From an optimization exercise on the open Yosys and OpenROAD flow, aimed at small area and a short achievable clock period; shortcuts taken in it are not production practice. Only simulation tests tie the RTL to the original design; equivalence was not proved. Power is estimated from default activity; no workload was simulated.

==> flow/flow/run.sh <==
#!/bin/bash
# Own layout flow: the standard flow (standard.sh) with
#  - the standard synthesis, except that ABC maps with flow/abc.script
#    (registers are mapped before ABC runs, so they are unchanged),
#  - smaller port buffers,
#  - timing repair aimed at a setup slack margin below the clock period.
# Each step's full output is in standard_flow.log and ORFS's logs/.
set -euo pipefail
source flow/params.sh
export MY_ABC_SCRIPT=$PWD/flow/abc.script
args=("BUFFER_PORTS_ARGS=-buffer_cell $PORT_BUF" "SETUP_SLACK_MARGIN=$MARGIN")
if [[ "${OWN_ABC:-1}" == 1 ]]; then args+=("SYNTH_SCRIPT=$PWD/flow/synth.tcl"); fi
bash standard.sh "${args[@]}" finish > standard_flow.log 2>&1
==> flow/flow/abc.script <==
&get -n
 &st
 &dch
 &nf -R 1000
 &put
 topo
 upsize -c
 dnsize -c
==> flow/flow/params.sh <==
PORT_BUF=sky130_fd_sc_hd__buf_1
MARGIN=20
==> flow/flow/synth.tcl <==
# synth_recipe.tcl (the standard synthesis), with ABC's script replaced by
# flow/abc.script when MY_ABC_SCRIPT names it.
proc synth {args} { yosys synth -nofsm -noshare {*}$args }
proc abc {args} {
  set i [lsearch -exact $args -script]
  if { $i >= 0 && [info exists ::env(MY_ABC_SCRIPT)] } {
    lset args [expr {$i + 1}] $::env(MY_ABC_SCRIPT)
  }
  puts "abc wrapper: $args"
  yosys abc {*}$args
}
source $::env(SCRIPTS_DIR)/synth.tcl
# left out here: clear keep_hierarchy, flatten, clean up, hide names made inside functions, write 1_2_yosys.v
==> flow/standard.sh <==
#!/bin/bash
# synth_recipe.tcl (not shown) runs the flow's synth.tcl, then flattens the netlist and writes it again
# the make line also repeats each setting of config.mk as NAME=value (left out here)
make -C /OpenROAD-flow-scripts/flow DESIGN_CONFIG=/design/flow/config.mk WORK_HOME=/design/flow/orfs CLKGATE_MAP_FILE= SYNTH_SCRIPT=/design/flow/synth_recipe.tcl "${@:-finish}"
==> flow/config.mk <==
export PLATFORM = sky130hd
export DESIGN_NAME = interrupt_controller
export DESIGN_NICKNAME = interrupt_controller
export VERILOG_FILES = /design/flow/design.v
export SDC_FILE = /design/flow/constraint.sdc
export NUM_CORES = 8
export LEC_CHECK = 0
export ABC_AREA = 1
export CAP_MARGIN = 20
export CORE_MARGIN = 2
export CORE_UTILIZATION = 40
export CTS_BUF_LIST = sky130_fd_sc_hd__clkbuf_8
export SLEW_MARGIN = 20
==> flow/constraint.sdc <==
create_clock -name core_clock -period 30.0 [get_ports {pclk_i}]
set_input_delay 6.0000 -clock core_clock [delete_from_list [all_inputs] [get_ports {pclk_i}]]
set_output_delay 6.0000 -clock core_clock [all_outputs]
set_load 0.01 [all_outputs]
==> flow/design.v <==
module interrupt_controller(
	pclk_i,
	prst_i,
	penable_i,
	pready_o,
	pwrite_i,
	paddr_i,
	pwdata_i,
	prdata_o,
	interrupt_active_i,
	interrupt_valid_o,
	interrupt_to_be_serviced_o,
	interrupt_serviced_i);
	input pclk_i,prst_i,penable_i,pwrite_i;
	input [3:0] paddr_i,pwdata_i;
	output reg pready_o;
	output reg [3:0] prdata_o;
	input [15:0] interrupt_active_i;
	input interrupt_serviced_i;
	output reg interrupt_valid_o;
	output reg [3:0] interrupt_to_be_serviced_o;
	reg arb;
	integer i;
	genvar g;
	reg [15:0] pb3, pb2, pb1, pb0;
	wire [3:0] wdata = pwdata_i & {4{~prst_i}};
	wire wr = penable_i & pwrite_i;
	wire [15:0] sel;
	generate
		for (g = 0; g < 16; g = g + 1) begin : regs
			assign sel[g] = paddr_i == g;
			always @(posedge pclk_i)
				if (prst_i | (wr & sel[g])) begin
					pb3[g] <= wdata[3];
					pb2[g] <= wdata[2];
					pb1[g] <= wdata[1];
					pb0[g] <= wdata[0];
				end
		end
	endgenerate
	wire [3:0] rdata = {|(sel & pb3), |(sel & pb2), |(sel & pb1), |(sel & pb0)};
	always @(posedge pclk_i) begin
		pready_o <= penable_i & ~prst_i;
		if (prst_i | (penable_i & ~pwrite_i))
			prdata_o <= rdata & {4{~prst_i}};
	end
	wire [15:0] c3 = interrupt_active_i;
	wire h3 = |(c3 & pb3);
	wire h2 = h3 ? |(c3 & pb3 & pb2) : |(c3 & pb2);
	wire [15:0] c1 = c3 & (pb3 | {16{~h3}}) & (pb2 | {16{~h2}});
	wire h1 = |(c1 & pb1);
	wire h0 = h1 ? |(c1 & pb1 & pb0) : |(c1 & pb0);
	wire [15:0] cw = c1 & (pb1 | {16{~h1}}) & (pb0 | {16{~h0}});
	wire [3:0] nz, lo_odd, lo_hi;
	generate
		for (g = 0; g < 4; g = g + 1) begin : quad
			wire [3:0] q = cw[4*g+3:4*g];
			assign nz[g] = |q;
			assign lo_hi[g] = ~q[0] & ~q[1];
			assign lo_odd[g] = ~q[0] & (q[1] | ~q[2]);
		end
	endgenerate
	wire [3:0] fq = {nz[3] & ~nz[2] & ~nz[1] & ~nz[0], nz[2] & ~nz[1] & ~nz[0],
	                 nz[1] & ~nz[0], nz[0]};
	wire [3:0] winner = {fq[3] | fq[2], fq[3] | fq[1], |(fq & lo_hi), |(fq & lo_odd)};
	always @(posedge pclk_i) begin
		if (prst_i) begin
			arb <= 1'b0;
			interrupt_valid_o <= 1'b0;
			interrupt_to_be_serviced_o <= 4'd0;
		end else begin
			arb <= (|interrupt_active_i) &
			       ((~arb & ~interrupt_valid_o) | (interrupt_valid_o & interrupt_serviced_i));
			interrupt_valid_o <= arb | (interrupt_valid_o & ~interrupt_serviced_i);
			if (arb) interrupt_to_be_serviced_o <= winner;
			else if (interrupt_serviced_i) interrupt_to_be_serviced_o <= 4'd0;
		end
	end
endmodule
==> notes.md <==
## state kept, by name, indices dropped and copies added, names as in the netlist
signal	flops
interrupt_to_be_serviced_o	4
interrupt_valid_o	1
pb3	16
pb2	16
arb	1
pb1	16
pready_o	1
pb0	16
prdata_o	4
## metal layers
metal	vias to the layer above	track usage, %	wire, µm
met5	-	0	0
li1	1541	-	-
met4	0	11.0	496
met2	239	33.1	5340
met1	1730	30.6	5260
met3	42	4.55	1150
## power by group through the flow
| stage | registers (mW) | logic [mW] | clock network, mW |
|---|---|---|---|
| 2_1_floorplan | 0.133 | 0.0338 | 0 |
| 3_3_place_gp | 0.137 | 0.0478 | 0 |
| 3_5_place_dp | 0.137 | 0.0483 | 0 |
| 4_1_cts | 0.134 | 0.0488 | 0.0637 |
| 5_1_grt | 0.136 | 0.0574 | 0.0670 |
| 6_report | 0.135 | 0.0532 | 0.0623 |
## stage by stage
step                      util (%)  std cells
final                         47.1        520
after global routing          47.1        520
after CTS                     46.5        512
after detailed placement      44.8        496
after global placement        44.8        496
after floorplan                  -        322
## cell type report
class                   instances  area, µm²
well taps                     133        166
flip-flops and latches         75       2180
clock inverters                 5       25.0
multi-input cells             243       1900
clock buffers                   9        124
repair buffers                 51        240
fillers                       896       5220
inverters                       4       15.0
## cells by family (layout without fill, tap and decap cells)
| kind of cell | after synthesis | count (layout) | synth area share (%) |
|---|---|---|---|
| AOI/OAI and AO/OA | 142 | 142 | 30.5 |
| buffers and inverters | 4 | 69 | 0.367 |
| DFF | 75 | 75 | 53.4 |
| and+or+nand+nor | 101 | 101 | 15.8 |
## Yosys cell counts, types with 2 or more instances
cell and n:
and4_1 5, nand2b_1 4, nor2_1 19, a31oi_1 11, nand3_2 2, clkinv_1 4, nor4_1 5, a211oi_4 2
nand2_1 15, and2_2 2, edfxtp_1 68, a22oi_1 34, o221a_2 18, nand3_1 2, and3_1 9, o21ai_1 3
or2_4 2, nor2_8 2, nor3_1 7, dfxtp_1 7, o221a_1 4, nand4_1 9, a22o_1 10, a221oi_2 2
a21oi_1 4, a221oi_1 8, o221ai_1 10, a21o_1 17, and2_0 2, a222oi_1 4, a32oi_1 4, nor2b_1 5
and2_4 4
## worst max path at each step
stage | start | endpoint | slack [ps] | depth (start not counted)
2_1_floorplan | interrupt_active_i[3] | interrupt_to_be_serviced_o[1]$_SDFFE_PP0P_ | 20400 | 18
3_3_place_gp | interrupt_active_i[4] | interrupt_to_be_serviced_o[0]$_SDFFE_PP0P_ | 19740 | 19
3_5_place_dp | interrupt_active_i[8] | interrupt_to_be_serviced_o[0]$_SDFFE_PP0P_ | 19590 | 19
4_1_cts | interrupt_active_i[4] | interrupt_to_be_serviced_o[0]$_SDFFE_PP0P_ | 20010 | 20
5_1_grt | interrupt_active_i[10] | interrupt_to_be_serviced_o[0]$_SDFFE_PP0P_ | 19990 | 23
6_report | interrupt_active_i[10] | interrupt_to_be_serviced_o[0]$_SDFFE_PP0P_ | 20230 | 23
## critical path, delay by kind of cell
family                 cells  cell delay [ps]
AND/OR/NAND/NOR           10             1680
buffers and inverters      4              600
AO/OA/AOI/OAI              9             1780
## timing repair
item | in CTS | in global routing
setup endpoints to repair | 2 | 4
hold endpoints to repair | 0 | 0
pin swaps | 1 | 4
setup buffers | 2 | 8
cloned | 0 | 0
==> results by group <==
Run status
  – Status: finished clean

Critical path
  – Kind of critical path: in2reg
  – CP Capture Type: register
  – Max incr delay on CP: 360 ps
  – CP startpoint kind: input port
  – Reg2reg setup slack: 25560 ps
  – R2R Path End: interrupt_to_be_serviced_o[0]$_SDFFE_PP0P_
  – Worst-path fanout max: 8
  – Required @ worst endpoint: just over 30000 ps
  – FF-to-FF Start: pb3[10]$_DFFE_PP_
  – Crit-path slowest cell: a2111oi_4
  – Crit-path cells: buf_1 > a22o_1 > a221oi_2 > nand3_2 > nor2_8 > a211oi_4 > buf_4 > o221a_1 > and2_4 > a2111oi_4 > nand3_4 > nor2_8 > a211oi_4 > buf_4 > buf_4 > o221ai_1 > nand2_1 > nor2_4 > nand2_1 > or2_4 > nor3_1 > o21ai_1 > a21oi_1
  – FF-to-FF path depth: 22
  – CP dominant cell by count: buf_4
  – CP arrival: 10060 ps

CTS
  – Total clock sinks: 75
  – CTS tree: built
  – CTS resizes: 0
  – # hold bufs at CTS: 0
  – CTS buffer count: 9
  – Worst-case clock buffer depth: 2
  – Root cell of the clock tree: clkbuf_8
  – Worst-skew pair later-pin latency: about 350 ps
  – Clock-pin slew on the worst setup and hold paths: 70 ps
  – H-tree depth: 3

Power
  – Switching Share: 30.3%
  – VDD IR max: 27.3 µV
  – Int Pwr: 175 µW
  – Clock share of power: 24.9%
  – Combinational power share: 21.2%
  – Cell Pwr Density: 53.9 nW/µm²
  – Leak: 1.62 nW
  – Power Total: 251 µW
  – Sequential Power Share: 53.9%
  – Net Sw Power: 76.1 µW

STA
  – Final setup fails: 0
  – Fin crit share: 32.6%
  – Setup ws final: 20230 ps
  – Setup TNS Final: 0 ps
  – Worst-Margin Slew: between 900 and 1000 ps
  – Final hold slack: 459 ps
  – Worst slew margin: around a third
  – Slew Viols, Final: 0
  – Tmin final: approximately 9800 ps
  – Clock Skew: 4.09 ps
  – Fmax achieved: 102 MHz
  – Final hold vios: 0
  – RSZ-0062 raised after global routing: no

Place
  – Cell Area, Placed: 4420 µm²
  – RePlAce Congestion: between 0.9 and 1
  – Pre-CTS WS: 19590 ps
  – DP HPWL: roughly 9200 µm
  – Port Buffer Count: 38

Die
  – FP Rows: 36
  – Starting density of the core: 41.5%
  – Area of the core: slightly below 10000 µm²
  – I/O pin count: 39
  – Die area: 11000 µm²
  – Die W: 105 µm
  – Die Y: 105 µm

Routing
  – Initial DRC Count: around 450
  – WL/cell: 23.6 µm
  – DRC Markers: 0
  – Routed vias/inst: ~6.8
  – DRT antenna net count: 0
  – Routed via count: 3552
  – Routed wire length: 12200 µm
  – First drt pass iteration count: 5

Cells and area
  – Fin area: around 4600 µm²
  – Ant diodes: 0
  – Commonest non-fill, non-tap cell in the layout: edfxtp_1
  – Layout cell share with drive strength beyond 1: 18.6%
  – Commonest cells after routing, fill and taps aside: edfxtp_1, buf_1, a22oi_1, nor2_1, o221a_2
  – Area Growth Syn to Fin: 13.7%
  – Nets@finish: ~410

Global route
  – Grt ovf: 0
  – First-pass GRT wire length: 18600 µm
  – Largest net degree at the start of global routing: 33
  – Total GRT Usage: 22.2%
  – Initial antenna violation count: 0
  – Vias in the first global route: about 3400

Min path
  – Hold path depth: 2
  – Hold EP: interrupt_to_be_serviced_o[1]$_SDFFE_PP0P_
  – Worst min path class: reg2reg
  – Worst hold start: interrupt_to_be_serviced_o[1]$_SDFFE_PP0P_

Synth
  – Async SR Flop Fraction: 0%
  – Syn Inst Count: 322
  – Mapped Nets: between 300 and 400
  – Post-synth top area cell: edfxtp_1
  – Synth cell types: just over 50
  – Synth area leaders: edfxtp_1, a22oi_1, o221a_2
  – Yosys Warn Count: 1
  – Avg Inst Size Synth: approximately 13 µm²
  – Netlist Area Pre-Place: between 4000 and 5000 µm²
  – Flop and latch count out of synthesis: 75
  – Top-area cell type share of the netlist area: 49.9%
  – Most used DFF post-synth: edfxtp_1
  – Post-synth EDFFs: 68
  – Sequential element share of the synthesized area: between 50% and 60%

Job
  – Max Cap Viol: 0

[static timing again, ports no longer ideal]
No port has a modelled driver above. Below, the same layout with a new extraction and two added sets of constraints.
Step 1: set_driving_cell puts a clkbuf_16 on pclk_i and a buf_2 on each other input, an assumption about the parent block.
Step 2 also shifts input and output timing later by t, the mid clock arrival at the registers, as if the neighbouring blocks saw the same clock.
Three values: ideal ports, drivers, drivers and shift; two values: the first two.
t (ns): 0.380
slack for setup (ns): 20.227 / 20.238 / 19.858
worst setup path at the end: input to register
After both steps this run still meets setup and hold. For this run, drivers alone change the setup slack by +0.011 ns; drivers and shift together by -0.369 ns.
